Background: an optimization exercise with open tools, aiming at small area, a short achievable clock period and few clock cycles per item. Do not read the settings as production practice. Where RTL was checked, it was by simulation tests only, not by an equivalence proof against the original. The RTL of runs 6 and 7 was laid out without a check of its function.

File: flow/flow/run.sh
#!/bin/bash
# The standard layout with two changes: plain buf_1 cells as the port buffers
# (buffer_ports otherwise picks delay buffers), and no adder-cell mapping in
# synthesis (ADDER_MAP_FILE empty), so abc maps the adders' prefix logic from
# gates instead of ha/fa cells. Registers and their names are unchanged.
# make's output goes to make.log here; each ORFS step keeps its own log under orfs/logs.
set -euo pipefail
export BUFFER_PORTS_ARGS="-buffer_cell sky130_fd_sc_hd__buf_1"
bash standard.sh ADDER_MAP_FILE= finish > make.log 2>&1
File: flow/standard.sh
#!/bin/bash
# synth_recipe.tcl (not shown) runs the flow's synth.tcl, then flattens the netlist and writes it again
# the make line also repeats each setting of config.mk as NAME=value (left out here)
make -C /OpenROAD-flow-scripts/flow DESIGN_CONFIG=/design/flow/config.mk WORK_HOME=/design/flow/orfs CLKGATE_MAP_FILE= SYNTH_SCRIPT=/design/flow/synth_recipe.tcl "${@:-finish}"
File: flow/config.mk
export PLATFORM = sky130hd
export DESIGN_NAME = cordic
export DESIGN_NICKNAME = cordic
export VERILOG_FILES = /design/flow/design.v
export SDC_FILE = /design/flow/constraint.sdc
export NUM_CORES = 4
export LEC_CHECK = 0
export ABC_AREA = 1
export CAP_MARGIN = 20
export CORE_MARGIN = 2
export CORE_UTILIZATION = 45
export SETUP_SLACK_MARGIN = 3.6
export SLEW_MARGIN = 20
File: flow/constraint.sdc
create_clock -name core_clock -period 7.0 [get_ports {clk}]
set_input_delay 1.4000 -clock core_clock [delete_from_list [all_inputs] [get_ports {clk}]]
set_output_delay 1.4000 -clock core_clock [all_outputs]
set_load 0.01 [all_outputs]
File: flow/design.v
module cordic #(parameter WIDTH = 32, ITER = 16)(
    input clk,
    input rst,
    input start,
    input mode,  
    input signed [WIDTH-1:0] x_in,
    input signed [WIDTH-1:0] y_in,
    input signed [WIDTH-1:0] z_in,
    output signed [WIDTH-1:0] x_out,
    output signed [WIDTH-1:0] y_out,
    output signed [WIDTH-1:0] z_out,
    output reg done
);
    localparam signed [WIDTH-1:0] K = 32'sd19898;   
    reg signed [WIDTH-1:0] x, y, z;
    reg [3:0] i;       
    reg [3:0] ix, iy;  
    reg busy;
    reg mode_r;        
    function signed [WIDTH-1:0] atan_table;
        input [3:0] idx;
        case (idx)
            4'd0:  atan_table = 32'sd25736;
            4'd1:  atan_table = 32'sd15192;
            4'd2:  atan_table = 32'sd8027;
            4'd3:  atan_table = 32'sd4074;
            4'd4:  atan_table = 32'sd2045;
            4'd5:  atan_table = 32'sd1023;
            4'd6:  atan_table = 32'sd511;
            4'd7:  atan_table = 32'sd256;
            4'd8:  atan_table = 32'sd128;
            4'd9:  atan_table = 32'sd64;
            4'd10: atan_table = 32'sd32;
            4'd11: atan_table = 32'sd16;
            4'd12: atan_table = 32'sd8;
            4'd13: atan_table = 32'sd4;
            4'd14: atan_table = 32'sd2;
            default: atan_table = 32'sd1;
        endcase
    endfunction
    function [WIDTH-1:0] addsub;
        input [WIDTH-1:0] a;
        input [WIDTH-1:0] b;
        input sub;
        reg [WIDTH-1:0] bb, p, g, pp, gg, pn, gn;
        begin
            bb = b ^ {WIDTH{sub}};
            p = a ^ bb;
            g = a & bb;
            g[0] = g[0] | (p[0] & sub);
            gg = g; pp = p; gn = g; pn = p;
                gn[1] = gg[1] | (pp[1] & gg[0]); pn[1] = pp[1] & pp[0];
                gn[3] = gg[3] | (pp[3] & gg[2]); pn[3] = pp[3] & pp[2];
                gn[5] = gg[5] | (pp[5] & gg[4]); pn[5] = pp[5] & pp[4];
                gn[7] = gg[7] | (pp[7] & gg[6]); pn[7] = pp[7] & pp[6];
                gn[9] = gg[9] | (pp[9] & gg[8]); pn[9] = pp[9] & pp[8];
                gn[11] = gg[11] | (pp[11] & gg[10]); pn[11] = pp[11] & pp[10];
                gn[13] = gg[13] | (pp[13] & gg[12]); pn[13] = pp[13] & pp[12];
                gn[15] = gg[15] | (pp[15] & gg[14]); pn[15] = pp[15] & pp[14];
                gn[17] = gg[17] | (pp[17] & gg[16]); pn[17] = pp[17] & pp[16];
                gn[19] = gg[19] | (pp[19] & gg[18]); pn[19] = pp[19] & pp[18];
                gn[21] = gg[21] | (pp[21] & gg[20]); pn[21] = pp[21] & pp[20];
                gn[23] = gg[23] | (pp[23] & gg[22]); pn[23] = pp[23] & pp[22];
                gn[25] = gg[25] | (pp[25] & gg[24]); pn[25] = pp[25] & pp[24];
                gn[27] = gg[27] | (pp[27] & gg[26]); pn[27] = pp[27] & pp[26];
                gn[29] = gg[29] | (pp[29] & gg[28]); pn[29] = pp[29] & pp[28];
                gn[31] = gg[31] | (pp[31] & gg[30]); pn[31] = pp[31] & pp[30];
                gg = gn; pp = pn;
                gn[3] = gg[3] | (pp[3] & gg[1]); pn[3] = pp[3] & pp[1];
                gn[7] = gg[7] | (pp[7] & gg[5]); pn[7] = pp[7] & pp[5];
                gn[11] = gg[11] | (pp[11] & gg[9]); pn[11] = pp[11] & pp[9];
                gn[15] = gg[15] | (pp[15] & gg[13]); pn[15] = pp[15] & pp[13];
                gn[19] = gg[19] | (pp[19] & gg[17]); pn[19] = pp[19] & pp[17];
                gn[23] = gg[23] | (pp[23] & gg[21]); pn[23] = pp[23] & pp[21];
                gn[27] = gg[27] | (pp[27] & gg[25]); pn[27] = pp[27] & pp[25];
                gn[31] = gg[31] | (pp[31] & gg[29]); pn[31] = pp[31] & pp[29];
                gg = gn; pp = pn;
                gn[7] = gg[7] | (pp[7] & gg[3]); pn[7] = pp[7] & pp[3];
                gn[15] = gg[15] | (pp[15] & gg[11]); pn[15] = pp[15] & pp[11];
                gn[23] = gg[23] | (pp[23] & gg[19]); pn[23] = pp[23] & pp[19];
                gn[31] = gg[31] | (pp[31] & gg[27]); pn[31] = pp[31] & pp[27];
                gg = gn; pp = pn;
                gn[15] = gg[15] | (pp[15] & gg[7]); pn[15] = pp[15] & pp[7];
                gn[31] = gg[31] | (pp[31] & gg[23]); pn[31] = pp[31] & pp[23];
                gg = gn; pp = pn;
                gn[31] = gg[31] | (pp[31] & gg[15]); pn[31] = pp[31] & pp[15];
                gg = gn; pp = pn;
                gn[23] = gg[23] | (pp[23] & gg[15]); pn[23] = pp[23] & pp[15];
                gg = gn; pp = pn;
                gn[11] = gg[11] | (pp[11] & gg[7]); pn[11] = pp[11] & pp[7];
                gn[19] = gg[19] | (pp[19] & gg[15]); pn[19] = pp[19] & pp[15];
                gn[27] = gg[27] | (pp[27] & gg[23]); pn[27] = pp[27] & pp[23];
                gg = gn; pp = pn;
                gn[5] = gg[5] | (pp[5] & gg[3]); pn[5] = pp[5] & pp[3];
                gn[9] = gg[9] | (pp[9] & gg[7]); pn[9] = pp[9] & pp[7];
                gn[13] = gg[13] | (pp[13] & gg[11]); pn[13] = pp[13] & pp[11];
                gn[17] = gg[17] | (pp[17] & gg[15]); pn[17] = pp[17] & pp[15];
                gn[21] = gg[21] | (pp[21] & gg[19]); pn[21] = pp[21] & pp[19];
                gn[25] = gg[25] | (pp[25] & gg[23]); pn[25] = pp[25] & pp[23];
                gn[29] = gg[29] | (pp[29] & gg[27]); pn[29] = pp[29] & pp[27];
                gg = gn; pp = pn;
                gn[2] = gg[2] | (pp[2] & gg[1]); pn[2] = pp[2] & pp[1];
                gn[4] = gg[4] | (pp[4] & gg[3]); pn[4] = pp[4] & pp[3];
                gn[6] = gg[6] | (pp[6] & gg[5]); pn[6] = pp[6] & pp[5];
                gn[8] = gg[8] | (pp[8] & gg[7]); pn[8] = pp[8] & pp[7];
                gn[10] = gg[10] | (pp[10] & gg[9]); pn[10] = pp[10] & pp[9];
                gn[12] = gg[12] | (pp[12] & gg[11]); pn[12] = pp[12] & pp[11];
                gn[14] = gg[14] | (pp[14] & gg[13]); pn[14] = pp[14] & pp[13];
                gn[16] = gg[16] | (pp[16] & gg[15]); pn[16] = pp[16] & pp[15];
                gn[18] = gg[18] | (pp[18] & gg[17]); pn[18] = pp[18] & pp[17];
                gn[20] = gg[20] | (pp[20] & gg[19]); pn[20] = pp[20] & pp[19];
                gn[22] = gg[22] | (pp[22] & gg[21]); pn[22] = pp[22] & pp[21];
                gn[24] = gg[24] | (pp[24] & gg[23]); pn[24] = pp[24] & pp[23];
                gn[26] = gg[26] | (pp[26] & gg[25]); pn[26] = pp[26] & pp[25];
                gn[28] = gg[28] | (pp[28] & gg[27]); pn[28] = pp[28] & pp[27];
                gn[30] = gg[30] | (pp[30] & gg[29]); pn[30] = pp[30] & pp[29];
                gg = gn; pp = pn;
            addsub = p ^ {gg[WIDTH-2:0], sub};
        end
    endfunction
    wire signed [WIDTH-1:0] xs = x >>> ix;
    wire signed [WIDTH-1:0] ys = y >>> iy;
    wire d = mode_r ? y[WIDTH-1] : ~z[WIDTH-1];
    wire signed [WIDTH-1:0] xn = addsub(x, ys, d);
    wire signed [WIDTH-1:0] yn = addsub(y, xs, ~d);
    wire signed [WIDTH-1:0] zn = addsub(z, atan_table(i), d);
    wire load = start & ~busy;
    always @(posedge clk) begin
        ix <= busy ? ix + 4'd1 : 4'd0;
        iy <= busy ? iy + 4'd1 : 4'd0;
        if (!busy)
            mode_r <= mode;
        if (busy) begin
            x <= xn;
            y <= yn;
            z <= zn;
        end else begin
            x <= mode ? x_in : K;
            y <= mode ? y_in : {WIDTH{1'b0}};
            z <= mode ? {WIDTH{1'b0}} : z_in;
        end
    end
    always @(posedge clk or posedge rst) begin
        if (rst) begin
            busy <= 1'b0;
            done <= 1'b0;
            i <= 4'd0;
        end else begin
            done <= busy & (i == ITER - 1);
            if (busy) begin
                i <= i + 4'd1;
            end
            if (load)
                busy <= 1'b1;
            else if (i == ITER - 1) begin
                busy <= 1'b0;
            end
        end
    end
    assign x_out = x;
    assign y_out = y;
    assign z_out = z;
endmodule
==> results of run 1 <==
## cell families (layout without fill, tap and decap cells)
family	Yosys count	count (layout)	synth area share (%)
DFF	111	111	19.6
AOI/OAI and AO/OA	245	245	13.1
buffers and inverters	269	424	10.3
and+or+nand+nor	1413	1413	53.6
xor gates and xnor gates	42	42	3.38
## per-layer routing
layer  GRT usage, %  vias to the layer above  share of wire, %
met2           44.8                      406                45
met1           35.9                     5891                46
met4           9.25                        0               3.1
li1               -                     7141                 -
met3           4.47                       72               6.7
met5              0                        -                 0
## cells in the final DEF (no fill, tap or decap), types with 26 or more instances in the layout
cell	netlist	final
o21ai_1	27	29
inv_1	162	158
nor2_1	105	103
o21ai_0	85	83
nand2_1	775	773
dfxtp_1	104	99
nand3_2	19	26
a21oi_1	57	57
xor2_1	34	32
nand3_1	442	435
buf_1	10	196
## through the flow
stage                     area (um^2)  utilization, %
after floorplan                 11500               -
after global placement          12200            48.6
after detailed placement        12200            48.6
after CTS                       12700            50.3
after global routing            13000            51.7
final                           13000            51.7
## worst min path at each step
stage / to / slack (ns) / cells past startpoint
finish: i[0] / 0.62 / 1
global route: i[0] / 0.65 / 1
CTS: i[0] / 0.62 / 1
detailed placement: i[0] / 0.61 / 1
global placement: i[0] / 0.59 / 1
floorplan: i[0] / 0.56 / 2
## repair_timing
action / CTS / global route
pin swaps: 0 / 1
buffers inserted: 4 / 12
cloned: 4 / 5
endpoints found under the setup margin: 81 / 49
resized for setup: 19 / 44
## cell type report
type,instances,share of cell area (%)
Multi-Input combinational cell,1700,62.5
Sequential cell,111,17.5
Timing Repair Buffer,228,8.95
Inverter,176,5.47
Tap cell,330,3.17
Clock buffer,10,1.76
Clock inverter,6,0.423
Timing Repair inverter,4,0.230
## state kept, by name (all words and copies together) (netlist names)
| signal | cells |
|---|---|
| done | 1 |
| ix | 4 |
| iy | 4 |
| z | 32 |
| x | 32 |
| busy | 1 |
| y | 32 |
| i | 4 |
| mode_r | 1 |
==> results by group, run 1 <==
Outcome
  • Status: finished clean

Setup path
  • R2r setup slk: 3.88 ns
  • R2R depth: 24
  • Most used cell, CP: nand2_1
  • Element type at the critical path end: flip-flop
  • Reg-to-Reg End: z[31]
  • Levels on crit path: 24
  • Arrival @ worst endpoint: around 3.4 ns
  • Worst setup path class: reg -> reg
  • Critical-path top delay cell: edfxtp_1
  • CP Max Fanout: 15
  • Worst path max stage delay: ~0.4 ns
  • Critical Path Start Type: flip-flop
  • CP cell instances: or2_2 > o21ai_4 > buf_12 > buf_12 > xor2_1 > or2_2 > nand3b_1 > nand2_1 > nand2_1 > nand2_1 > nand2_1 > nand2_1 > nand2_2 > nand2_2 > nand2_1 > nand2_2 > nand2_2 > nand2_2 > nand2_1 > nand2_2 > nand2_2 > nand3b_1 > nand3_1 > nand2_1
  • Crit path to: z[31]
  • CP top delay family: simple AND/OR/NAND/NOR gates
  • Worst R2R Start: mode_r
  • CP Launch Point: mode_r
  • Crit path buf inv count: 2
  • Worst path required time: 7.27 ns

CTS
  • TritonCTS buffer count: 9
  • Max H-tree Level: 3
  • Clk slew on worst S/H paths: about 0.09 ns
  • Maximum buffer depth of the clock tree: 2
  • Clock Latency Late Sink: 0.38 ns
  • TritonCTS Sinks: about 110
  • Clk root buf: clkbuf_16
  • Hold_buf cts: 0
  • CTS tree: done

Synthesis
  • Top post-synthesis cells by area: nand2_1, nand3_1, dfxtp_1, inv_1, o21ai_0
  • Post-synth net total: around 2200
  • Post-synth EDFFs: 1
  • Sequential share of the synthesized area: 19.6%
  • Syn. warnings: 1
  • Cells after synthesis: approximately 2100
  • Share of Yosys cell area claimed by the top area cell type: 25.2%
  • Synth Cell Area: 0.0115 mm^2
  • Synth unique cells: between 50 and 60
  • Post-synth top flop: dfxtp_1
  • Largest area contributor in the netlist: nand2_1
  • Post-synthesis async set-or-reset flop share: 5.41%
  • Most frequent cell after synthesis: nand2_1
  • Syn_area_per_cell: roughly 5.5 um^2
  • Synthesis-stage register bit count: 111
  • Post-synth top cells: nand2_1, nand3_1, inv_1

STA
  • Final Skew: 0.0179 ns
  • Least-Margin Pin Slew: slightly below 0.9 ns
  • Rel. slew slack: 41.3%
  • Final setup TNS: 0 ns
  • Unrepaired setup endpoints after global routing: yes
  • Hold WS: 0.624 ns
  • Max Fclk: 321 MHz
  • # setup viols final: 0
  • Final Slew Violations: 0
  • Fin crit share: 44.5%
  • Crit path time final: 3.12 ns
  • Setup WS post-layout: 3.88 ns
  • Final hold violations: 0

Cells and area
  • Diode count: 0
  • Area used by multi-input combinational logic: approximately 0.008 mm^2
  • Layout area overhead: 13.1%
  • Fill count: between 2000 and 3000
  • Layout cells sized above 1: under 10%
  • Post-Layout Cell Count: roughly 2600
  • Final #Nets: 2330
  • Storage element area: 0.00228 mm^2

Job
  • Number of max-cap violations: 0

Die
  • Die W: 164 um
  • Placeable Area: between 0.02 and 0.03 mm^2
  • # rows: 58
  • Die area: 0.0269 mm^2
  • Die H: 164 um
  • Top Ports: 197
  • Initial core utilization: ~46%

Global routing
  • Vias in the first global route: around 12000
  • Pin count of the biggest net entering global routing: 76
  • Initial antenna violation count: 0
  • GRT Util Overall: 27.1%
  • Global route total overflow: 0
  • Global-route wire length before repair: 59.3 mm

Route
  • DRC viols: 0
  • DR WL/cell: 14.4 um
  • Vias per inst: 5.27
  • Initial drt markers: roughly 1000
  • Detailed Routing Iterations Pass 1: 5
  • Final wirelength: 37.0 mm
  • Number of routed nets with antenna violations: 0
  • DR vias: 13510

Min path
  • Hold_sp: i[0]
  • Min-Delay Path Class: reg -> reg

Placed design
  • Final GP Congestion: 0.883
  • Place WS: roughly 2.8 ns
  • Port bufs: approximately 200
  • Dpl hpwl: approximately 28 mm
  • Placed Cells: 2524
Testbench counts, summed over its fixed seeds: cycles 57,592, ops 3,200.
==> run 2, diff against run 1 <==
--- a/flow/config.mk
+++ b/flow/config.mk
@@ -11,2 +11,3 @@
 export CORE_UTILIZATION = 45
+export GPL_ROUTABILITY_DRIVEN = 0
 export SETUP_SLACK_MARGIN = 3.6
==> run 2 against run 1 <==
  * Wire length grew 0.16%
  * Cell area increased by 0.12%
  * Die area did not move
  * Synthesized cell count unchanged
  * Non-clock buffer count up 2
  * Still clean on timing, DRC and antenna
  * Largest cell class unchanged
==> results by group, run 2 <==
Synthesis
  • Sequential share of the synthesized area: 19.6% (unchanged)
  • Post-synth top flop: dfxtp_1
  • Synth Cell Area: 0.0115 mm^2 (unchanged)
  • Synth unique cells: 51 (unchanged)
  • Post-synthesis async set-or-reset flop share: 5.41% (unchanged)
  • Post-synth top cells: nand2_1, nand3_1, inv_1
  • Largest area contributor in the netlist: nand2_1
  • Most frequent cell after synthesis: nand2_1
  • Cells after synthesis: 2080 (unchanged)
  • Synthesis-stage register bit count: 111 (unchanged)
  • Syn_area_per_cell: 5.54 um^2 (unchanged)
  • Top post-synthesis cells by area: nand2_1, nand3_1, dfxtp_1, inv_1, o21ai_0
  • Syn. warnings: 1 (unchanged)
  • Share of Yosys cell area claimed by the top area cell type: 25.2% (unchanged)
  • Post-synth net total: 2180 (unchanged)
  • Post-synth EDFFs: 1 (unchanged)

Cells and area
  • Final #Nets: 2335 (+0.21%)
  • Layout area overhead: 13.2%
  • Most frequent cells in the layout: nand2_1, nand3_1, buf_1, inv_1, nor2_1
  • Diode count: 0 (unchanged)
  • Top Registers: x: 32 flops, y: 32 flops, z: 32 flops
  • Fill count: 2731 (-1.1%)
  • Commonest non-fill, non-tap cell in the layout: nand2_1
  • Layout cells sized above 1: 7.28% (+0.16 points)

CTS
  • Max H-tree Level: 3 (unchanged)
  • Maximum buffer depth of the clock tree: 2 (unchanged)
  • Clk slew on worst S/H paths: 0.09 ns (about the same)
  • TritonCTS buffer count: 9 (unchanged)
  • Hold_buf cts: 0 (unchanged)
  • Clock Latency Late Sink: 0.38 ns (about the same)
  • Clk root buf: clkbuf_16
  • TritonCTS Sinks: 111 (unchanged)
  • CTS tree: done

Route
  • Final wirelength: 37.1 mm (+0.16%)
  • Number of routed nets with antenna violations: 0 (unchanged)
  • Initial drt markers: 971 (-3.9%)
  • DR WL/cell: 14.4 um (about the same)
  • DRC viols: 0 (unchanged)
  • Detailed Routing Iterations Pass 1: 6 (+1)
  • DR vias: 13735 (+1.7%)
  • Vias per inst: 5.34 (+1.5%)

Setup path
  • Arrival @ worst endpoint: 3.39 ns (about the same)
  • Worst path required time: 7.27 ns (about the same)
  • Worst setup path class: reg -> reg
  • CP Max Fanout: 29 (+14)
  • Critical Path Start Type: flip-flop
  • Element type at the critical path end: flip-flop

Outcome
  • Status: finished clean

Global routing
  • Global route total overflow: 0 (unchanged)
  • Vias in the first global route: 11824 (-4.1%)
  • Initial antenna violation count: 0 (unchanged)
  • Global-route wire length before repair: 56.6 mm (-4.5%)
  • GRT Util Overall: 25.8% (-1.3 points)
  • Pin count of the biggest net entering global routing: 76 (unchanged)
  • Grt peak-use layer: met2
  • Met1 Use GR: 34.2% (-1.6 points)
  • GRT met3 Usage: 4.12% (-0.35 points)
  • Met2 Track Usage GR: 42.7% (-2.1 points)

Die
  • Initial core utilization: 45.8% (unchanged)
  • Top Ports: 197 (unchanged)
  • Die area: 0.0269 mm^2 (unchanged)
  • Die W: 164 um (unchanged)
  • Placeable Area: 0.0252 mm^2 (unchanged)
  • Die H: 164 um (unchanged)
  • # rows: 58 (unchanged)

Job
  • Number of max-cap violations: 0 (unchanged)

STA
  • Rel. slew slack: 41.3% (+0.050 points)
  • Least-Margin Pin Slew: 0.874 ns (-0.000749 ns)
  • Setup WS post-layout: 3.88 ns (-0.00514 ns)
  • Max Fclk: 320 MHz (-0.16%)
  • Final Skew: 0.0191 ns (+0.00118 ns)
  • Unrepaired setup endpoints after global routing: yes
  • Fin crit share: 44.6% (+0.073 points)
  • # setup viols final: 0 (unchanged)
  • Crit path time final: 3.12 ns (+0.00514 ns)
  • Final setup TNS: 0 ns (unchanged)
  • Final Slew Violations: 0 (unchanged)
  • Final hold violations: 0 (unchanged)

Placed design
  • Port bufs: 196 (unchanged)
  • Dpl hpwl: 27.6 mm (-0.46%)
  • Place WS: 2.75 ns (-0.0311 ns)

Min path
  • Min-Delay Path Class: reg -> reg
-- run 2: cell count changes in the layout (fill, tap and decap cells not counted), moves of 3 or more --
cell / previous run / this run
nand3_2: 26 / 22
nand3_1: 435 / 439
buf_4: 18 / 21
dfxtp_4: 3 / 7
-- run 2: cell families (layout without fill, tap and decap cells) --
| kind of cell | Yosys count | after routing | synth area share, % |
|---|---|---|---|
| xor gates and xnor gates | 42 | 42 | 3.38 |
| AOI/OAI and AO/OA | 245 | 245 | 13.1 |
| buffers and inverters | 269 | 429 | 10.3 |
| and+or+nand+nor | 1413 | 1413 | 53.6 |
| DFF | 111 | 111 | 19.6 |
-- run 2: worst max-delay path, cell delays in order, from the launching register on --
cell and delay, ns:
edfxtp_1 0.40, or2_2 0.35, o21ai_4 0.11, clkbuf_16 0.25
buf_12 0.21, nand3_1 0.14, nand3_2 0.13, nand2_1 0.09
nor2_1 0.14, nand2_1 0.09, nor3_1 0.13, nand2_1 0.12
nand2_2 0.11, nand2_2 0.07, nand2_2 0.08, nand2_1 0.08
nand2_1 0.08, nand2_1 0.05, nand2_1 0.07, nand2_1 0.08
nand2_1 0.07, nand2_1 0.04, nand3_1 0.06, nand2_1 0.05
-- run 2: cell type report --
cell class	count	area, um^2	share of cell area [%]
well taps	330	413	3.17
flip-flops and latches	111	2290	17.6
multi-input cells	1700	8140	62.4
clock buffers	10	229	1.76
inverters	176	716	5.49
repair buffers	230	1130	8.65
repair inverters	7	52.6	0.403
clock inverters	6	78.8	0.604
-- run 2: through the flow --
step | cell area (um^2) | cells | hold WS, ns | util, %
floorplan | 11500 | 2080 | 0.564 | -
global placement | 12200 | 2521 | 0.608 | 48.5
detailed placement | 12200 | 2521 | 0.611 | 48.5
CTS | 12600 | 2541 | 0.622 | 50.1
finish | 13000 | 2570 | 0.624 | 51.8
global route | 13000 | 2570 | 0.657 | 51.8
-- run 2: final timing paths --
kind	slack [ns]	from	to	cells past startpoint
max	3.88	mode_r	x[31]	23
min reg2reg	0.62	i[0]	i[0]	1
max reg2reg	3.88	mode_r	x[31]	23
max in group asynchronous	5.90	rst	busy	2
min	0.62	i[0]	i[0]	1
min in group asynchronous	0.90	rst	done	2
-- run 2: layer usage --
| metal | routed length, um | vias up | share of wire [%] |
|---|---|---|---|
| met5 | 0 | - | 0 |
| met4 | 1110 | 0 | 3.0 |
| met3 | 2540 | 75 | 6.9 |
| met2 | 16800 | 439 | 45 |
| met1 | 16600 | 6052 | 45 |
| li1 | - | 7169 | - |
-- run 2: timing repair --
action	CTS	global route
setup endpoints to repair	68	46
setup buffers	1	21
hold endpoints to repair	0	0
gates cloned	3	8
pin swaps	0	2
gates resized for setup	23	40
==> run 3, diff against run 2 <==
--- a/flow/config.mk
+++ b/flow/config.mk
@@ -11,4 +11,3 @@
 export CORE_UTILIZATION = 45
-export GPL_ROUTABILITY_DRIVEN = 0
-export SETUP_SLACK_MARGIN = 3.6
+export SETUP_SLACK_MARGIN = 3.75
 export SLEW_MARGIN = 20
==> run 3 against run 2 <==
  * Global-route usage grew 1.6 points
  * Count of clock-buffer cells in the layout stayed put
  * First-iteration DRC count is 6.8% lower
  * Sequential share of layout area decreased by 0.84 points
  * Synthesized area unchanged
  * Register-to-register slack improved by 0.06 ns
  * Setup slack better by 0.058 ns
  * Cell count rose by 0.78%
  * Utilization up 2.5 points
==> results by group, run 3 <==
CTS
  • Clock Latency Late Sink: 0.38 ns (about the same)
  • Clk slew on worst S/H paths: 0.09 ns (about the same)
  • CTS tree: done
  • TritonCTS Sinks: 111 (unchanged)
  • Maximum buffer depth of the clock tree: 2 (unchanged)
  • Max H-tree Level: 3 (unchanged)
  • Clk root buf: clkbuf_16
  • Hold_buf cts: 0 (unchanged)
  • TritonCTS buffer count: 9 (unchanged)

Setup path
  • R2r setup slk: 3.94 ns (+0.06 ns)
  • CP Max Fanout: 53 (+83%)
  • Element type at the critical path end: flip-flop
  • Worst R2R Start: busy
  • R2R depth: 5 (-78%)
  • Worst path required time: 7.31 ns (+0.04 ns)
  • Worst setup path class: reg -> reg
  • Reg-to-Reg End: i[2]
  • Critical Path Start Type: flip-flop
  • Arrival @ worst endpoint: 3.38 ns (about the same)

Route
  • Detailed Routing Iterations Pass 1: 5 (-1)
  • Number of routed nets with antenna violations: 0 (unchanged)
  • Vias per inst: 5.31 (-0.72%)
  • Final wirelength: 38.7 mm (+4.4%)
  • Initial drt markers: 905 (-6.8%)
  • DR vias: 13742 (+0.051%)
  • DRC viols: 0 (unchanged)
  • DR WL/cell: 14.9 um (+3.5%)

Cells and area
  • Top Registers: x: 32 flops, y: 32 flops, z: 32 flops
  • Diode count: 0 (unchanged)
  • Final #Nets: 2355 (+0.86%)
  • Layout area overhead: 18.8%
  • Most frequent cells in the layout: nand2_1, nand3_1, buf_1, inv_1, nor2_1
  • Commonest non-fill, non-tap cell in the layout: nand2_1
  • Fill count: 2704 (-0.99%)
  • Layout cells sized above 1: 11.2% (+4.0 points)

Die
  • Placeable Area: 0.0252 mm^2 (unchanged)
  • Top Ports: 197 (unchanged)
  • Die H: 164 um (unchanged)
  • Die W: 164 um (unchanged)
  • Initial core utilization: 45.8% (unchanged)
  • # rows: 58 (unchanged)
  • Die area: 0.0269 mm^2 (unchanged)

Min path
  • WHS Path Cells: 3 (+2)
  • Min-Delay Path Class: reg -> reg
  • Hold worst-path end: y[0]
  • Hold_sp: y[0]

Synthesis
  • Post-synth EDFFs: 1 (unchanged)
  • Sequential share of the synthesized area: 19.6% (unchanged)
  • Post-synthesis async set-or-reset flop share: 5.41% (unchanged)
  • Largest area contributor in the netlist: nand2_1
  • Post-synth net total: 2180 (unchanged)
  • Synthesis-stage register bit count: 111 (unchanged)
  • Cells after synthesis: 2080 (unchanged)
  • Synth Area in XOR/XNOR: 3.38% (unchanged)
  • Main combinational cell family by area after synthesis: simple AND/OR/NAND/NOR gates
  • Post-synth top cells: nand2_1, nand3_1, inv_1
  • Syn_area_per_cell: 5.54 um^2 (unchanged)
  • Most frequent cell after synthesis: nand2_1
  • Post-synthesis compound-gate area fraction: 13.1% (unchanged)
  • Synth Cell Area: 0.0115 mm^2 (unchanged)
  • Share of Yosys cell area claimed by the top area cell type: 25.2% (unchanged)
  • Simple-Gate Fraction of Synth Area: 53.6% (unchanged)
  • Post-synth top flop: dfxtp_1
  • Synth Area in Adders: 0% (unchanged)
  • Mux contribution to synthesized area: 0% (unchanged)
  • Syn. warnings: 1 (unchanged)
  • Top post-synthesis cells by area: nand2_1, nand3_1, dfxtp_1, inv_1, o21ai_0
  • Synth unique cells: 51 (unchanged)

Global routing
  • GRT Util Overall: 27.4% (+1.6 points)
  • Vias in the first global route: 12326 (+4.2%)
  • Global-route wire length before repair: 59.8 mm (+5.5%)
  • Pin count of the biggest net entering global routing: 76 (unchanged)
  • Initial antenna violation count: 0 (unchanged)
  • Global route total overflow: 0 (unchanged)

Placed design
  • Place WS: 2.78 ns (+0.0311 ns)
  • Port bufs: 196 (unchanged)
  • Final GP Congestion: 0.883
  • Dpl hpwl: 27.7 mm (+0.46%)

STA
  • Crit path time final: 3.06 ns (-0.0575 ns)
  • Least-Margin Pin Slew: 0.872 ns (-0.00268 ns)
  • Unrepaired setup endpoints after global routing: yes
  • Max Fclk: 326 MHz (+1.9%)
  • Rel. slew slack: 41.5% (+0.18 points)
  • Fin crit share: 43.8% (-0.82 points)
  • Final Skew: 0.0203 ns (+0.00119 ns)
  • Hold WS: 0.637 ns (+0.0133 ns)
  • Final setup TNS: 0 ns (unchanged)
  • Final Slew Violations: 0 (unchanged)
  • Setup WS post-layout: 3.94 ns (+0.0575 ns)
  • Final hold violations: 0 (unchanged)
  • # setup viols final: 0 (unchanged)

Outcome
  • Status: finished clean

Job
  • Number of max-cap violations: 0 (unchanged)
==> run 3: final cells by class <==
class | count | area [um^2] | area share (%)
repair inverters | 7 | 60.1 | 0.439
flip-flops and latches | 111 | 2290 | 16.7
repair buffers | 250 | 1430 | 10.4
inverters | 176 | 734 | 5.37
multi-input cells | 1700 | 8480 | 61.9
well taps | 330 | 413 | 3.02
clock buffers | 10 | 229 | 1.67
clock inverters | 6 | 55.1 | 0.402
==> run 3: worst max-delay path, cell delays in order, from the launching register on <==
cell	delay (ns)
dfrtp_4	0.86
buf_4	0.59
clkinv_1	0.86
o21ai_0	0.46
o21ai_0	0.13
inv_1	0.07
==> run 3: layer usage <==
metal  track usage, %  routed length [um]
met3             4.37                2490
met4             9.13                1330
met1             36.2               17400
met2             45.5               17500
met5                0                   0
==> run 3: how the worst max path moves through the flow <==
stage | start | endpoint | depth (start not counted)
finish | busy | i[2] | 5
global route | busy | i[2] | 5
CTS | iy[0] | x[31] | 28
detailed placement | mode_r | z[31] | 25
global placement | mode_r | z[31] | 25
floorplan | y[31] | z[31] | 26
==> run 3: kinds of logic after synthesis <==
group / Yosys count
compound gates: 245
buf+inv: 269
xor+xnor: 42
simple gates: 1413
flops: 111
==> run 3: repair_timing <==
item | 4_1_cts | 5_1_grt
pin swaps | 0 | 11
endpoints found under the hold margin | 0 | 0
gates cloned | 6 | 9
buffers inserted | 8 | 27
resized for setup | 26 | 138
setup endpoints to repair | 84 | 48
==> run 3: per-stage QoR <==
step,instances,area [um^2],utilization (%)
floorplan,2080,11500,-
global placement,2524,12200,48.6
detailed placement,2524,12200,48.6
CTS,2554,12800,50.7
global route,2590,13700,54.4
finish,2590,13700,54.4
==> run 4, diff against run 3 <==
--- a/flow/config.mk
+++ b/flow/config.mk
@@ -11,3 +11,5 @@
 export CORE_UTILIZATION = 45
-export SETUP_SLACK_MARGIN = 3.75
+export CTS_CLUSTER_DIAMETER = 100
+export CTS_CLUSTER_SIZE = 30
+export SETUP_SLACK_MARGIN = 3.6
 export SLEW_MARGIN = 20
==> run 4 against run 3 <==
  * Count of clock-buffer cells in the layout unchanged
  * Hold slack worse by 0.012 ns
  * Cell count is 0.97% lower
  * Non-clock buffer count decreased by 22
  * Wire length fell by 4.3%
==> results by group, run 4 <==
Route
  • DR WL/cell: 14.4 um (-3.4%)
  • Initial drt markers: 1010 (+12%)
  • Number of routed nets with antenna violations: 0 (unchanged)
  • DR vias: 13510 (-1.7%)
  • Detailed Routing Iterations Pass 1: 5 (unchanged)
  • DRC viols: 0 (unchanged)
  • Vias per inst: 5.27 (-0.73%)
  • Final wirelength: 37.0 mm (-4.3%)

Synthesis
  • Post-synth top cells: nand2_1, nand3_1, inv_1
  • Share of Yosys cell area claimed by the top area cell type: 25.2% (unchanged)
  • Most frequent cell after synthesis: nand2_1
  • Synthesis-stage register bit count: 111 (unchanged)
  • Post-synth EDFFs: 1 (unchanged)
  • Cells after synthesis: 2080 (unchanged)
  • Syn_area_per_cell: 5.54 um^2 (unchanged)
  • Synth Cell Area: 0.0115 mm^2 (unchanged)
  • Synth unique cells: 51 (unchanged)
  • Sequential share of the synthesized area: 19.6% (unchanged)
  • Post-synthesis async set-or-reset flop share: 5.41% (unchanged)
  • Syn. warnings: 1 (unchanged)
  • Post-synth top flop: dfxtp_1
  • Largest area contributor in the netlist: nand2_1
  • Post-synth net total: 2180 (unchanged)
  • Top post-synthesis cells by area: nand2_1, nand3_1, dfxtp_1, inv_1, o21ai_0

CTS
  • Clk root buf: clkbuf_16
  • Max H-tree Level: 3 (unchanged)
  • TritonCTS buffer count: 9 (unchanged)
  • CTS tree: done
  • Clock Latency Late Sink: 0.38 ns (about the same)
  • TritonCTS Sinks: 111 (unchanged)
  • Hold_buf cts: 0 (unchanged)
  • Clk slew on worst S/H paths: 0.09 ns (about the same)
  • Maximum buffer depth of the clock tree: 2 (unchanged)

Cells and area
  • Final Util: 51.7% (-2.6 points)
  • Area used by multi-input combinational logic: 0.00814 mm^2 (-3.9%)
  • Diode count: 0 (unchanged)
  • Fill count: 2761 (+2.1%)
  • Most frequent cells in the layout: nand2_1, nand3_1, buf_1, inv_1, nor2_1
  • Layout area overhead: 13.1%
  • Commonest non-fill, non-tap cell in the layout: nand2_1
  • Final #Nets: 2330 (-1.1%)
  • Layout cells sized above 1: 7.11% (-4.1 points)
  • Top Registers: x: 32 flops, y: 32 flops, z: 32 flops
  • Storage element area: 0.00228 mm^2 (-0.44%)
  • Post-Layout Cell Count: 2565 (-0.97%)

Setup path
  • Arrival @ worst endpoint: 3.39 ns (about the same)
  • CP top delay family: simple AND/OR/NAND/NOR gates
  • Critical-path top delay cell: edfxtp_1
  • CP cell instances: or2_2 > o21ai_4 > buf_12 > buf_12 > xor2_1 > or2_2 > nand3b_1 > nand2_1 > nand2_1 > nand2_1 > nand2_1 > nand2_1 > nand2_2 > nand2_2 > nand2_1 > nand2_2 > nand2_2 > nand2_2 > nand2_1 > nand2_2 > nand2_2 > nand3b_1 > nand3_1 > nand2_1
  • Worst setup path class: reg -> reg
  • Crit path buf inv count: 2 (-1)
  • Worst path required time: 7.27 ns (-0.04 ns)
  • CP Max Fanout: 15 (-72%)
  • Most used cell, CP: nand2_1
  • Element type at the critical path end: flip-flop
  • Critical Path Start Type: flip-flop
  • Worst path max stage delay: 0.40 ns (-0.46 ns)

STA
  • # setup viols final: 0 (unchanged)
  • Final hold violations: 0 (unchanged)
  • Fin crit share: 44.5% (+0.75 points)
  • Least-Margin Pin Slew: 0.875 ns (+0.00343 ns)
  • Final setup TNS: 0 ns (unchanged)
  • Rel. slew slack: 41.3% (-0.23 points)
  • Max Fclk: 321 MHz (-1.7%)
  • Final Skew: 0.0179 ns (-0.00237 ns)
  • Final Slew Violations: 0 (unchanged)
  • Unrepaired setup endpoints after global routing: yes
  • Hold WS: 0.624 ns (-0.0125 ns)
  • Crit path time final: 3.12 ns (+0.0524 ns)

Die
  • Die W: 164 um (unchanged)
  • Die H: 164 um (unchanged)
  • Top Ports: 197 (unchanged)
  • Die area: 0.0269 mm^2 (unchanged)
  • Initial core utilization: 45.8% (unchanged)
  • # rows: 58 (unchanged)
  • Placeable Area: 0.0252 mm^2 (unchanged)

Placed design
  • Port bufs: 196 (unchanged)
  • Dpl hpwl: 27.7 mm (unchanged)
  • Placed Cells: 2524 (unchanged)
  • Final GP Congestion: 0.883 (unchanged)

Min path
  • Min-Delay Path Class: reg -> reg

Global routing
  • Vias in the first global route: 12327 (+0.0081%)
  • Global-route wire length before repair: 59.3 mm (-0.74%)
  • GRT Util Overall: 27.1% (-0.26 points)
  • Pin count of the biggest net entering global routing: 76 (unchanged)
  • Global route total overflow: 0 (unchanged)
  • Initial antenna violation count: 0 (unchanged)

Job
  • Number of max-cap violations: 0 (unchanged)

Outcome
  • Status: finished clean
-- run 4: cell counts after synthesis --
No cell type changed its count.
-- run 4: worst reg2reg max path: stages, from the launching register on --
cell	delay, ns
edfxtp_1	0.40
or2_2	0.35
o21ai_4	0.10
buf_12	0.17
buf_12	0.16
xor2_1	0.11
or2_2	0.32
nand3b_1	0.14
nand2_1	0.09
nand2_1	0.06
nand2_1	0.06
nand2_1	0.08
nand2_1	0.10
nand2_2	0.11
nand2_2	0.07
nand2_1	0.09
nand2_2	0.07
nand2_2	0.08
nand2_2	0.05
nand2_1	0.09
nand2_2	0.06
nand2_2	0.07
nand3b_1	0.08
nand3_1	0.08
nand2_1	0.05
-- run 4: path summary, 6_finish.rpt --
path / startpoint / end / slack (ns) / depth (start not counted)
max: mode_r / z[31] / 3.88 / 24
min: i[0] / i[0] / 0.62 / 1
max reg2reg: mode_r / z[31] / 3.88 / 24
min reg2reg: i[0] / i[0] / 0.62 / 1
max in group asynchronous: rst / busy / 5.91 / 2
min in group asynchronous: rst / busy / 0.89 / 2
-- run 4: cells by family after synthesis --
family / Yosys count / share of synthesized area, %
flip-flops: 111 / 19.6
XOR/XNOR: 42 / 3.38
buffers and inverters: 269 / 10.3
AO/OA/AOI/OAI: 245 / 13.1
AND/OR/NAND/NOR: 1413 / 53.6
-- run 4: per-layer routing --
metal / routed length [um] / track usage, %
met5: 0 / 0
met4: 1150 / 9.25
met3: 2470 / 4.47
met2: 16500 / 44.8
met1: 16900 / 35.9
-- run 4: final cells by class --
cell class	instances	area share [%]
Clock buffer	10	1.76
Sequential cell	111	17.5
Timing Repair inverter	4	0.230
Timing Repair Buffer	228	8.95
Tap cell	330	3.17
Inverter	176	5.47
Clock inverter	6	0.423
Multi-Input combinational cell	1700	62.5
-- run 4: what timing repair did --
action                                 CTS  global route
gates resized for setup                 19            44
setup endpoints to repair               81            49
pin swaps                                0             1
buffers inserted                         4            12
cloned                                   4             5
endpoints found under the hold margin    0             0
-- run 4: through the flow --
step | worst slack, ns | instance area (um^2)
after floorplan | 4.29 | 11500
after global placement | 2.87 | 12200
after detailed placement | 2.78 | 12200
after CTS | 3.62 | 12700
after global routing | 3.56 | 13000
final | 3.88 | 13000
==> run 5, diff against run 4 <==
--- a/flow/config.mk
+++ b/flow/config.mk
@@ -11,4 +11,3 @@
 export CORE_UTILIZATION = 45
-export CTS_CLUSTER_DIAMETER = 100
-export CTS_CLUSTER_SIZE = 30
+export PLACE_DENSITY = 0.7
 export SETUP_SLACK_MARGIN = 3.6
==> run 5 against run 4 <==
  * Still clean on timing, DRC and antenna
  * Setup slack better by 0.0034 ns
  * Sequential cell count stayed put
  * Synthesized cell count is the same
  * Global-route usage decreased by 0.46 points
  * Critical path depth is 1 higher
  * Cell area increased by 0.13%
  * Sequential share of layout area hardly changed
  * Wire length rose by 1.9%
  * Count of clock-buffer cells in the layout is the same
==> results by group, run 5 <==
Placed design
  • Final GP Congestion: 0.971 (+10%)
  • Port bufs: 196 (unchanged)
  • Placed Cells: 2525 (+0.040%)
  • Dpl hpwl: 28.0 mm (+1.2%)

Route
  • Number of routed nets with antenna violations: 0 (unchanged)
  • DR WL/cell: 14.7 um (+1.6%)
  • Detailed Routing Iterations Pass 1: 6 (+1)
  • DRC viols: 0 (unchanged)
  • Vias per inst: 5.46 (+3.7%)
  • Initial drt markers: 1082 (+7.1%)
  • Final wirelength: 37.7 mm (+1.9%)
  • DR vias: 14048 (+4.0%)

Synthesis
  • Share of Yosys cell area claimed by the top area cell type: 25.2% (unchanged)
  • Top post-synthesis cells by area: nand2_1, nand3_1, dfxtp_1, inv_1, o21ai_0
  • Post-synth net total: 2180 (unchanged)
  • Synth unique cells: 51 (unchanged)
  • Post-synth top flop: dfxtp_1
  • Synth Cell Area: 0.0115 mm^2 (unchanged)
  • Synthesis-stage register bit count: 111 (unchanged)
  • Sequential share of the synthesized area: 19.6% (unchanged)
  • Syn_area_per_cell: 5.54 um^2 (unchanged)
  • Largest area contributor in the netlist: nand2_1
  • Post-synthesis async set-or-reset flop share: 5.41% (unchanged)
  • Post-synth EDFFs: 1 (unchanged)
  • Most frequent cell after synthesis: nand2_1
  • Cells after synthesis: 2080 (unchanged)
  • Post-synth top cells: nand2_1, nand3_1, inv_1
  • Syn. warnings: 1 (unchanged)

Global routing
  • Vias in the first global route: 12244 (-0.67%)
  • Initial antenna violation count: 0 (unchanged)
  • Global-route wire length before repair: 58.8 mm (-0.91%)
  • Global route total overflow: 0 (unchanged)
  • GRT Util Overall: 26.7% (-0.46 points)
  • Pin count of the biggest net entering global routing: 65 (-14%)

Cells and area
  • Diode count: 0 (unchanged)
  • Top Registers: x: 32 flops, y: 32 flops, z: 32 flops
  • Commonest non-fill, non-tap cell in the layout: nand2_1
  • Fill count: 2677 (-3.0%)
  • Final #Nets: 2337 (+0.30%)
  • Post-Layout Cell Count: 2572 (+0.27%)
  • Final Util: 51.8% (+0.070 points)
  • Area used by multi-input combinational logic: 0.00811 mm^2 (-0.40%)
  • Storage element area: 0.00228 mm^2 (unchanged)
  • Layout cells sized above 1: 7.09% (-0.022 points)
  • Most frequent cells in the layout: nand2_1, nand3_1, buf_1, inv_1, nor2_1
  • Layout area overhead: 13.2%

STA
  • Final hold violations: 0 (unchanged)
  • Final Slew Violations: 0 (unchanged)
  • # setup viols final: 0 (unchanged)
  • Crit path time final: 3.11 ns (-0.00345 ns)
  • Rel. slew slack: 44.5% (+3.2 points)
  • Final Skew: 0.0122 ns (-0.00568 ns)
  • Hold WS: 0.613 ns (-0.0114 ns)
  • Least-Margin Pin Slew: 0.827 ns (-0.0477 ns)
  • Unrepaired setup endpoints after global routing: yes
  • Fin crit share: 44.5% (-0.049 points)
  • Max Fclk: 321 MHz (+0.11%)
  • Final setup TNS: 0 ns (unchanged)

Die
  • Placeable Area: 0.0252 mm^2 (unchanged)
  • Die H: 164 um (unchanged)
  • Initial core utilization: 45.8% (unchanged)
  • # rows: 58 (unchanged)
  • Die W: 164 um (unchanged)
  • Top Ports: 197 (unchanged)
  • Die area: 0.0269 mm^2 (unchanged)

Min path
  • Hold_sp: i[0]
  • Min-Delay Path Class: reg -> reg

Setup path
  • Worst path required time: 7.27 ns (about the same)
  • Arrival @ worst endpoint: 3.38 ns (about the same)
  • Critical Path Start Type: flip-flop
  • Worst setup path class: reg -> reg
  • Worst R2R Start: ix[2]
  • CP Launch Point: ix[2]
  • CP Max Fanout: 33 (+18)
  • Element type at the critical path end: flip-flop

CTS
  • CTS tree: done
  • Clock Latency Late Sink: 0.38 ns (about the same)
  • TritonCTS buffer count: 9 (unchanged)
  • Clk slew on worst S/H paths: 0.09 ns (about the same)
  • Clk root buf: clkbuf_16
  • TritonCTS Sinks: 111 (unchanged)
  • Maximum buffer depth of the clock tree: 2 (unchanged)
  • Hold_buf cts: 0 (unchanged)
  • Max H-tree Level: 3 (unchanged)

Outcome
  • Status: finished clean

Job
  • Number of max-cap violations: 0 (unchanged)
-- run 5: cell counts after synthesis --
No cell type changed its count.
-- run 5: logic make-up after synthesis --
group                  Yosys count  share of synthesized area [%]
XOR/XNOR                        42                           3.38
buffers and inverters          269                           10.3
AND/OR/NAND/NOR               1413                           53.6
flip-flops                     111                           19.6
AO/OA/AOI/OAI                  245                           13.1
-- run 5: per-stage QoR --
step	cell area (um^2)	setup slack, ns
global route	13000	3.55
global placement	12300	2.90
finish	13000	3.89
floorplan	11500	4.29
detailed placement	12300	2.86
CTS	12600	3.59
-- run 5: critical path, cell delays in order, from the launching register on --
cell and delay (ns):
dfxtp_1 0.36, buf_12 0.20, clkinvlp_4 0.26, buf_4 0.22, nand3_1 0.10, nand3_1 0.18, nand2_1 0.14, nand2_1 0.05
nand3_1 0.10, nand2_1 0.08, nor2_1 0.14, nand2_1 0.08, nor2_1 0.09, nand2_1 0.10, nand2_2 0.09, nand2_1 0.10
nand2_2 0.09, nand2_1 0.08, nand2_1 0.09, nand2_1 0.05, nand2_1 0.08, nand2_2 0.07, nand2_1 0.06, nand2_1 0.04
nand3_1 0.07, nand2_1 0.05
-- run 5: final cells by class --
| cell class | count | area share [%] |
|---|---|---|
| inverters | 176 | 5.37 |
| repair inverters | 3 | 0.173 |
| clock inverters | 6 | 0.451 |
| repair buffers | 236 | 9.45 |
| well taps | 330 | 3.16 |
| clock buffers | 10 | 1.75 |
| flip-flops and latches | 111 | 17.5 |
| multi-input cells | 1700 | 62.2 |
-- run 5: timing repair --
item | CTS | global route
buffers inserted | 3 | 20
cloned | 2 | 6
resized for setup | 13 | 44
endpoints found under the setup margin | 41 | 49
-- run 5: path summary, 6_finish.rpt --
kind	cells after the start	slack (ns)	end
max	25	3.89	y[31]
min	1	0.61	i[0]
max reg2reg	25	3.89	y[31]
min reg2reg	1	0.61	i[0]
max in group asynchronous	2	5.86	i[2]
min in group asynchronous	2	0.92	busy
-- run 5: per-layer routing --
metal	up-vias	share of wire, %	GRT usage (%)	routed length [um]
met1	6284	44	34.8	16500
met2	527	46	45.1	17200
met5	-	0	0	0
met4	0	2.3	7.06	877
li1	7158	-	-	-
met3	79	8.4	5.20	3170
==> run 6, diff against run 5 <==
--- a/flow/design.v
+++ b/flow/design.v
@@ -15,4 +15,3 @@
     reg signed [WIDTH-1:0] x, y, z;
-    reg [3:0] i;       
-    reg [3:0] ix, iy;  
+    reg [3:0] ix, iy;
     reg busy;
@@ -125,3 +124,3 @@
     wire signed [WIDTH-1:0] yn = addsub(y, xs, ~d);
-    wire signed [WIDTH-1:0] zn = addsub(z, atan_table(i), d);
+    wire signed [WIDTH-1:0] zn = addsub(z, atan_table(iy), d);
     wire load = start & ~busy;
@@ -146,11 +145,7 @@
             done <= 1'b0;
-            i <= 4'd0;
         end else begin
-            done <= busy & (i == ITER - 1);
-            if (busy) begin
-                i <= i + 4'd1;
-            end
+            done <= busy & (ix == ITER - 1);
             if (load)
                 busy <= 1'b1;
-            else if (i == ITER - 1) begin
+            else if (ix == ITER - 1) begin
                 busy <= 1'b0;
--- a/flow/config.mk
+++ b/flow/config.mk
@@ -11,3 +11,2 @@
 export CORE_UTILIZATION = 45
-export PLACE_DENSITY = 0.7
 export SETUP_SLACK_MARGIN = 3.6
==> run 6 against run 5 <==
  * Fmax down 0.90%
  * Critical path depth up 1
  * Count of clock-buffer cells in the layout up 7
  * Critical path type unchanged
  * First-iteration DRC count up 23%
  * Register-to-register slack worse by 0.03 ns
  * Still clean
==> results by group, run 6 <==
STA
  • Final setup TNS: 0 ns (unchanged)
  • Rel. slew slack: 46.6% (+2.1 points)
  • # setup viols final: 0 (unchanged)
  • Hold WS: 0.481 ns (-0.132 ns)
  • Max Fclk: 318 MHz (-0.90%)
  • Least-Margin Pin Slew: 0.799 ns (-0.0281 ns)
  • Crit path time final: 3.14 ns (+0.0284 ns)
  • Final hold violations: 0 (unchanged)
  • Fin crit share: 44.9% (+0.41 points)
  • Setup WS post-layout: 3.86 ns (-0.0284 ns)
  • Unrepaired setup endpoints after global routing: yes
  • Final Slew Violations: 0 (unchanged)
  • Final Skew: 0.0147 ns (+0.00249 ns)

Setup path
  • Worst setup path class: reg -> reg
  • Crit path buf inv count: 3 (unchanged)
  • CP Launch Point: iy[0]
  • Worst R2R Start: iy[0]
  • CP Max Fanout: 19 (-42%)
  • Element type at the critical path end: flip-flop
  • Critical Path Start Type: flip-flop
  • Arrival @ worst endpoint: 3.47 ns (+0.09 ns)
  • Critical-path top delay cell: dfxtp_4
  • Worst path max stage delay: 0.37 ns (about the same)
  • Most used cell, CP: nand2_1
  • CP top delay family: simple AND/OR/NAND/NOR gates
  • Worst path required time: 7.33 ns (+0.06 ns)

Synthesis
  • Simple-Gate Fraction of Synth Area: 51.5% (-2.1 points)
  • Share of Yosys cell area claimed by the top area cell type: 23.8% (-1.5 points)
  • Top post-synthesis cells by area: nand2_1, dfxtp_1, nand3_1, inv_1, nor2_1
  • Most frequent cell after synthesis: nand2_1
  • Post-synthesis compound-gate area fraction: 12.9% (-0.22 points)
  • Synth unique cells: 55 (+7.8%)
  • Mux contribution to synthesized area: 0% (unchanged)
  • Main combinational cell family by area after synthesis: simple AND/OR/NAND/NOR gates
  • Syn_area_per_cell: 5.60 um^2 (+1.1%)
  • Largest area contributor in the netlist: nand2_1
  • Synth Cell Area: 0.0118 mm^2 (+2.0%)
  • Post-synth top cells: nand2_1, nand3_1, inv_1
  • Post-synthesis async set-or-reset flop share: 1.64% (-3.8 points)
  • Synth Area in Adders: 0% (unchanged)
  • Syn. warnings: 1 (unchanged)
  • Synth Area in XOR/XNOR: 3.46% (+0.082 points)
  • Post-synth net total: 2199 (+0.87%)
  • Cells after synthesis: 2099 (+0.91%)
  • Post-synth EDFFs: 1 (unchanged)
  • Post-synth top flop: dfxtp_1
  • Synthesis-stage register bit count: 122 (+9.9%)
  • Sequential share of the synthesized area: 20.9% (+1.3 points)

Route
  • Detailed Routing Iterations Pass 1: 6 (unchanged)
  • DR WL/cell: 15.2 um (+3.9%)
  • Initial drt markers: 1336 (+23%)
  • DRC viols: 0 (unchanged)
  • Final wirelength: 39.9 mm (+5.7%)
  • Vias per inst: 5.40 (-1.1%)
  • Number of routed nets with antenna violations: 0 (unchanged)
  • DR vias: 14128 (+0.57%)

CTS
  • Hold_buf cts: 0 (unchanged)
  • Max H-tree Level: 4 (+1)
  • Clock Latency Late Sink: 0.44 ns (+0.06 ns)
  • TritonCTS buffer count: 17 (+8)
  • CTS tree: done
  • Maximum buffer depth of the clock tree: 2 (unchanged)
  • Clk slew on worst S/H paths: 0.07 ns (-0.02 ns)
  • TritonCTS Sinks: 122 (+9.9%)
  • Clk root buf: clkbuf_16

Min path
  • Hold_sp: ix[0]
  • Min-Delay Path Class: reg -> reg

Placed design
  • Dpl hpwl: 28.6 mm (+2.0%)
  • Place WS: 3.01 ns (+0.152 ns)
  • Port bufs: 196 (unchanged)
  • Final GP Congestion: 0.947 (-2.5%)

Die
  • Die W: 166 um (+0.98%)
  • Placeable Area: 0.0258 mm^2 (+2.6%)
  • Top Ports: 197 (unchanged)
  • Die H: 166 um (+0.98%)
  • Die area: 0.0274 mm^2 (+2.0%)
  • # rows: 59 (+1.7%)
  • Initial core utilization: 45.5% (-0.26 points)

Cells and area
  • Final #Nets: 2367 (+1.3%)
  • Layout cells sized above 1: 8.29% (+1.2 points)
  • Diode count: 0 (unchanged)
  • Layout area overhead: 15.8%
  • Top Registers: x: 32 flops, y: 32 flops, z: 32 flops
  • Commonest non-fill, non-tap cell in the layout: nand2_1
  • Most frequent cells in the layout: nand2_1, nand3_1, buf_1, inv_1, nor2_1

Global routing
  • Pin count of the biggest net entering global routing: 47 (-28%)
  • Global route total overflow: 0 (unchanged)
  • GRT Util Overall: 27.4% (+0.75 points)
  • Vias in the first global route: 12213 (-0.25%)
  • Global-route wire length before repair: 62.2 mm (+5.7%)
  • Initial antenna violation count: 0 (unchanged)

Outcome
  • Status: finished clean

Job
  • Number of max-cap violations: 0 (unchanged)
## run 6: final timing paths
path | slack [ns] | cells after the start | end
hold reg to reg | 0.48 | 1 | ix[0]
min in group asynchronous | 0.78 | 2 | busy
setup reg to reg | 3.86 | 26 | x[29]
setup / recovery | 3.86 | 26 | x[29]
max in group asynchronous | 6.08 | 2 | busy
hold / removal | 0.48 | 1 | ix[0]
## run 6: metrics by stage
step | instance area, um^2 | instances | utilization (%)
floorplan | 11800 | 2099 | -
global placement | 12500 | 2552 | 48.2
detailed placement | 12500 | 2552 | 48.2
CTS | 13200 | 2591 | 51.0
global route | 13600 | 2615 | 52.7
finish | 13600 | 2615 | 52.7
## run 6: metal layers
layer  vias to the layer above  share of wire, %  global-route usage [%]
met5                         -                 0                       0
met4                         0               1.8                    7.71
met3                        53               6.8                    4.59
met2                       517                45                    45.1
met1                      6321                46                    37.1
li1                       7237                 -                       -
## run 6: cell type report
cell class / instances / area (um^2)
timing repair buffer: 234 / 1200
inverter: 198 / 779
clock buffer: 17 / 425
tap: 335 / 419
timing repair inverter: 2 / 15.0
fill: 2759 / 12200
sequential: 122 / 2480
multi-input combinational: 1692 / 8150
clock inverter: 15 / 148
## run 6: kinds of logic after synthesis
logic type	Yosys count
simple gates	1392
buf+inv	289
compound gates	252
flops	122
xor+xnor	44
## run 6: worst reg2reg max path: stages, from the launching register on
cell and delay (ns):
dfxtp_4 0.37, buf_12 0.13, clkbuf_16 0.18, o21ai_1 0.22, nand2_1 0.10, nand3_1 0.11
nand3_1 0.13, nand2_1 0.09, nand2_1 0.05, nand2_1 0.11, nor2_1 0.08, inv_2 0.08
nand2_1 0.06, nor2_1 0.21, nand2_1 0.09, nor2_1 0.12, nand2_2 0.09, nand2_2 0.10
nand2_2 0.08, nand2_2 0.09, nand2_1 0.07, nand2_1 0.08, nand2_1 0.08, nand2_1 0.08
a21oi_1 0.06, o21ai_1 0.14, nand2_1 0.06
## run 6: timing repair
action,in CTS,in global routing
gates cloned,5,6
setup buffers,2,18
pin swaps,2,6
resized for setup,17,47
setup endpoints to repair,59,50
==> run 7, diff against run 6 <==
--- a/flow/config.mk
+++ b/flow/config.mk
@@ -11,3 +11,3 @@
 export CORE_UTILIZATION = 45
-export SETUP_SLACK_MARGIN = 3.6
+export SETUP_SLACK_MARGIN = 3.5
 export SLEW_MARGIN = 20
==> run 7 against run 6 <==
  * Count of clock-buffer cells in the layout unchanged
  * Utilization down 0.94 points
  * Register-to-register slack worse by 0.06 ns
  * Critical path depth down 4
  * Critical path type unchanged
  * Largest cell class unchanged
==> results by group, run 7 <==
Synthesis
  • Post-synth top flop: dfxtp_1
  • Post-synthesis async set-or-reset flop share: 1.64% (unchanged)
  • Syn. warnings: 1 (unchanged)
  • Share of Yosys cell area claimed by the top area cell type: 23.8% (unchanged)
  • Post-synth top cells: nand2_1, nand3_1, inv_1
  • Syn_area_per_cell: 5.60 um^2 (unchanged)
  • Synth unique cells: 55 (unchanged)
  • Post-synth EDFFs: 1 (unchanged)
  • Cells after synthesis: 2099 (unchanged)
  • Sequential share of the synthesized area: 20.9% (unchanged)
  • Largest area contributor in the netlist: nand2_1
  • Synthesis-stage register bit count: 122 (unchanged)
  • Top post-synthesis cells by area: nand2_1, dfxtp_1, nand3_1, inv_1, nor2_1
  • Synth Cell Area: 0.0118 mm^2 (unchanged)
  • Post-synth net total: 2199 (unchanged)
  • Most frequent cell after synthesis: nand2_1

Setup path
  • Worst path required time: 7.33 ns (about the same)
  • CP Max Fanout: 34 (+15)
  • R2r setup slk: 3.80 ns (-0.06 ns)
  • Worst setup path class: reg -> reg
  • Arrival @ worst endpoint: 3.53 ns (+0.06 ns)
  • Critical Path Start Type: flip-flop
  • Element type at the critical path end: flip-flop

Die
  • Top Ports: 197 (unchanged)
  • Placeable Area: 0.0258 mm^2 (unchanged)
  • Die area: 0.0274 mm^2 (unchanged)
  • Die W: 166 um (unchanged)
  • Die H: 166 um (unchanged)
  • # rows: 59 (unchanged)
  • Initial core utilization: 45.5% (unchanged)

Route
  • DRC viols: 0 (unchanged)
  • Initial drt markers: 1197 (-10%)
  • DR vias: 14048 (-0.57%)
  • Final wirelength: 39.5 mm (-1.0%)
  • Vias per inst: 5.40 (about the same)
  • Detailed Routing Iterations Pass 1: 8 (+2)
  • DR WL/cell: 15.2 um (-0.48%)
  • Number of routed nets with antenna violations: 0 (unchanged)

CTS
  • Clk slew on worst S/H paths: 0.07 ns (about the same)
  • TritonCTS buffer count: 17 (unchanged)
  • TritonCTS Sinks: 122 (unchanged)
  • Hold_buf cts: 0 (unchanged)
  • Clock Latency Late Sink: 0.44 ns (about the same)
  • Maximum buffer depth of the clock tree: 2 (unchanged)
  • Max H-tree Level: 4 (unchanged)
  • CTS tree: done
  • Clk root buf: clkbuf_16

Cells and area
  • Commonest non-fill, non-tap cell in the layout: nand2_1
  • Final Util: 51.7% (-0.94 points)
  • Final #Nets: 2353 (-0.59%)
  • Post-route cell area: 0.0134 mm^2 (-1.8%)
  • Layout area overhead: 13.7%
  • Fill count: 2783 (+0.87%)
  • Top Registers: x: 32 flops, y: 32 flops, z: 32 flops
  • Diode count: 0 (unchanged)
  • Layout cells sized above 1: 7.33% (-0.96 points)
  • Most frequent cells in the layout: nand2_1, nand3_1, buf_1, inv_1

STA
  • Fin crit share: 45.8% (+0.89 points)
  • Final Skew: 0.0180 ns (+0.00332 ns)
  • Final hold violations: 0 (unchanged)
  • Least-Margin Pin Slew: 0.805 ns (+0.00529 ns)
  • Final setup TNS: 0 ns (unchanged)
  • Hold WS: 0.480 ns (-0.000673 ns)
  • Rel. slew slack: 46.2% (-0.35 points)
  • Final Slew Violations: 0 (unchanged)
  • Max Fclk: 312 MHz (-1.9%)
  • Unrepaired setup endpoints after global routing: yes
  • Crit path time final: 3.20 ns (+0.0621 ns)
  • # setup viols final: 0 (unchanged)

Placed design
  • Dpl hpwl: 28.6 mm (unchanged)
  • Final GP Congestion: 0.947 (unchanged)
  • Port bufs: 196 (unchanged)
  • Placed cell area: 0.0125 mm^2 (unchanged)

Global routing
  • GRT Util Overall: 26.8% (-0.61 points)
  • Vias in the first global route: 12184 (-0.24%)
  • Pin count of the biggest net entering global routing: 56 (+19%)
  • Global-route wire length before repair: 60.9 mm (-2.0%)
  • Initial antenna violation count: 0 (unchanged)
  • Global route total overflow: 0 (unchanged)

Outcome
  • Status: finished clean

Min path
  • Min-Delay Path Class: reg -> reg

Job
  • Number of max-cap violations: 0 (unchanged)
run 7: cell families (layout without fill, tap and decap cells):
logic type	after synthesis	in the layout	share of synthesized area, %
DFF	122	122	20.9
AOI/OAI and AO/OA	252	252	12.9
and+or+nand+nor	1392	1396	51.5
buffers and inverters	289	452	11.2
xor gates and xnor gates	44	44	3.46
run 7: repair_timing:
action,4_1_cts,5_1_grt
setup buffers,0,9
gates resized for setup,8,37
pin swaps,1,2
cloned,2,6
setup endpoints to repair,48,52
run 7: area by class of cell:
class,count,area [um^2],area share (%)
timing repair inverter,2,15.0,0.112
multi-input combinational,1692,8110,60.7
tap,335,419,3.14
sequential,122,2480,18.5
timing repair buffer,220,1000,7.52
clock inverter,15,148,1.10
inverter,198,767,5.74
clock buffer,17,425,3.18
run 7: per-stage QoR:
| step | std cells | setup slack [ns] |
|---|---|---|
| 3_5_place_dp | 2552 | 3.01 |
| 5_1_grt | 2601 | 3.48 |
| 6_report | 2601 | 3.80 |
| 2_1_floorplan | 2099 | 4.48 |
| 4_1_cts | 2586 | 3.50 |
| 3_3_place_gp | 2552 | 3.12 |
run 7: routing by layer:
metal | track usage (%) | share of wire (%) | vias to the layer above
li1 | - | - | 7199
met1 | 36.4 | 46 | 6294
met2 | 43.9 | 45 | 500
met3 | 4.42 | 7.1 | 55
met4 | 7.79 | 2.1 | 0
met5 | 0 | 0 | -
run 7: worst max-delay path, stage by stage (launching register included):
cell     delay, ns
dfxtp_1       0.48
buf_4         0.40
nand3_1       0.19
nand3_1       0.19
nand3_1       0.12
nand3_1       0.15
nand2_1       0.10
nor2_1        0.11
nand2_1       0.05
nand2_1       0.11
nand2_1       0.11
nand2_2       0.11
nand2_1       0.10
nand2_2       0.11
nand2_2       0.08
nand2_2       0.09
nand2_1       0.07
nand2_1       0.08
nand2_1       0.07
nand2_1       0.08
a21oi_1       0.06
o21ai_1       0.14
nand2_1       0.06
run 7: final timing paths:
check                           startpoint    end  cells after the start
worst min register to register       ix[0]  ix[0]                      1
worst max register to register       iy[2]  x[29]                     22
min in group asynchronous              rst   busy                      2
max in group asynchronous              rst   busy                      2
worst min-delay path                 ix[0]  ix[0]                      1
worst max-delay path                 iy[2]  x[29]                     22

## separate check: timing with driven ports
The results above use ideal ports. As a check the final layouts listed here were re-extracted and re-timed, cells and wires unchanged.
Step 1 assumes that a clkbuf_16 drives the clock port and a buf_2 every other input.
Step 2, shift: input delay + t, output delay - t, t = (earliest + latest rising clock arrival at the registers) / 2. This alone moves slack from input paths to output paths.
Slacks: no drivers / after step 1 / after step 2; pairs: no drivers / after step 1.
run	t, ns	setup slack, ns	worst setup path after step 2	latest minus earliest clock arrival (ns)	slew at the worst register clock pin (ns)
run 1	0.417	3.884 / 3.884 / 3.755	input to register	0.018 / 0.017	0.09 / 0.09
run 2	0.418	3.878 / 3.878 / 3.535	input to register	0.020 / 0.019	0.09 / 0.09
run 3	0.421	3.936 / 3.936 / 3.693	input to register	0.020 / 0.020	0.10 / 0.10
run 4	0.417	3.884 / 3.884 / 3.755	input to register	0.018 / 0.017	0.09 / 0.09
run 5	0.420	3.887 / 3.887 / 3.530	input to register	0.013 / 0.012	0.09 / 0.09
run 6	0.485	3.859 / 3.859 / 3.698	input to register	0.015 / 0.015	0.08 / 0.08
run 7	0.484	3.796 / 3.796 / 3.692	input to register	0.018 / 0.018	0.08 / 0.08
After both steps setup and hold are still met in every run listed. For run 5, which loses most, drivers alone change the setup slack by 0.000 ns; drivers and shift together by -0.357 ns.
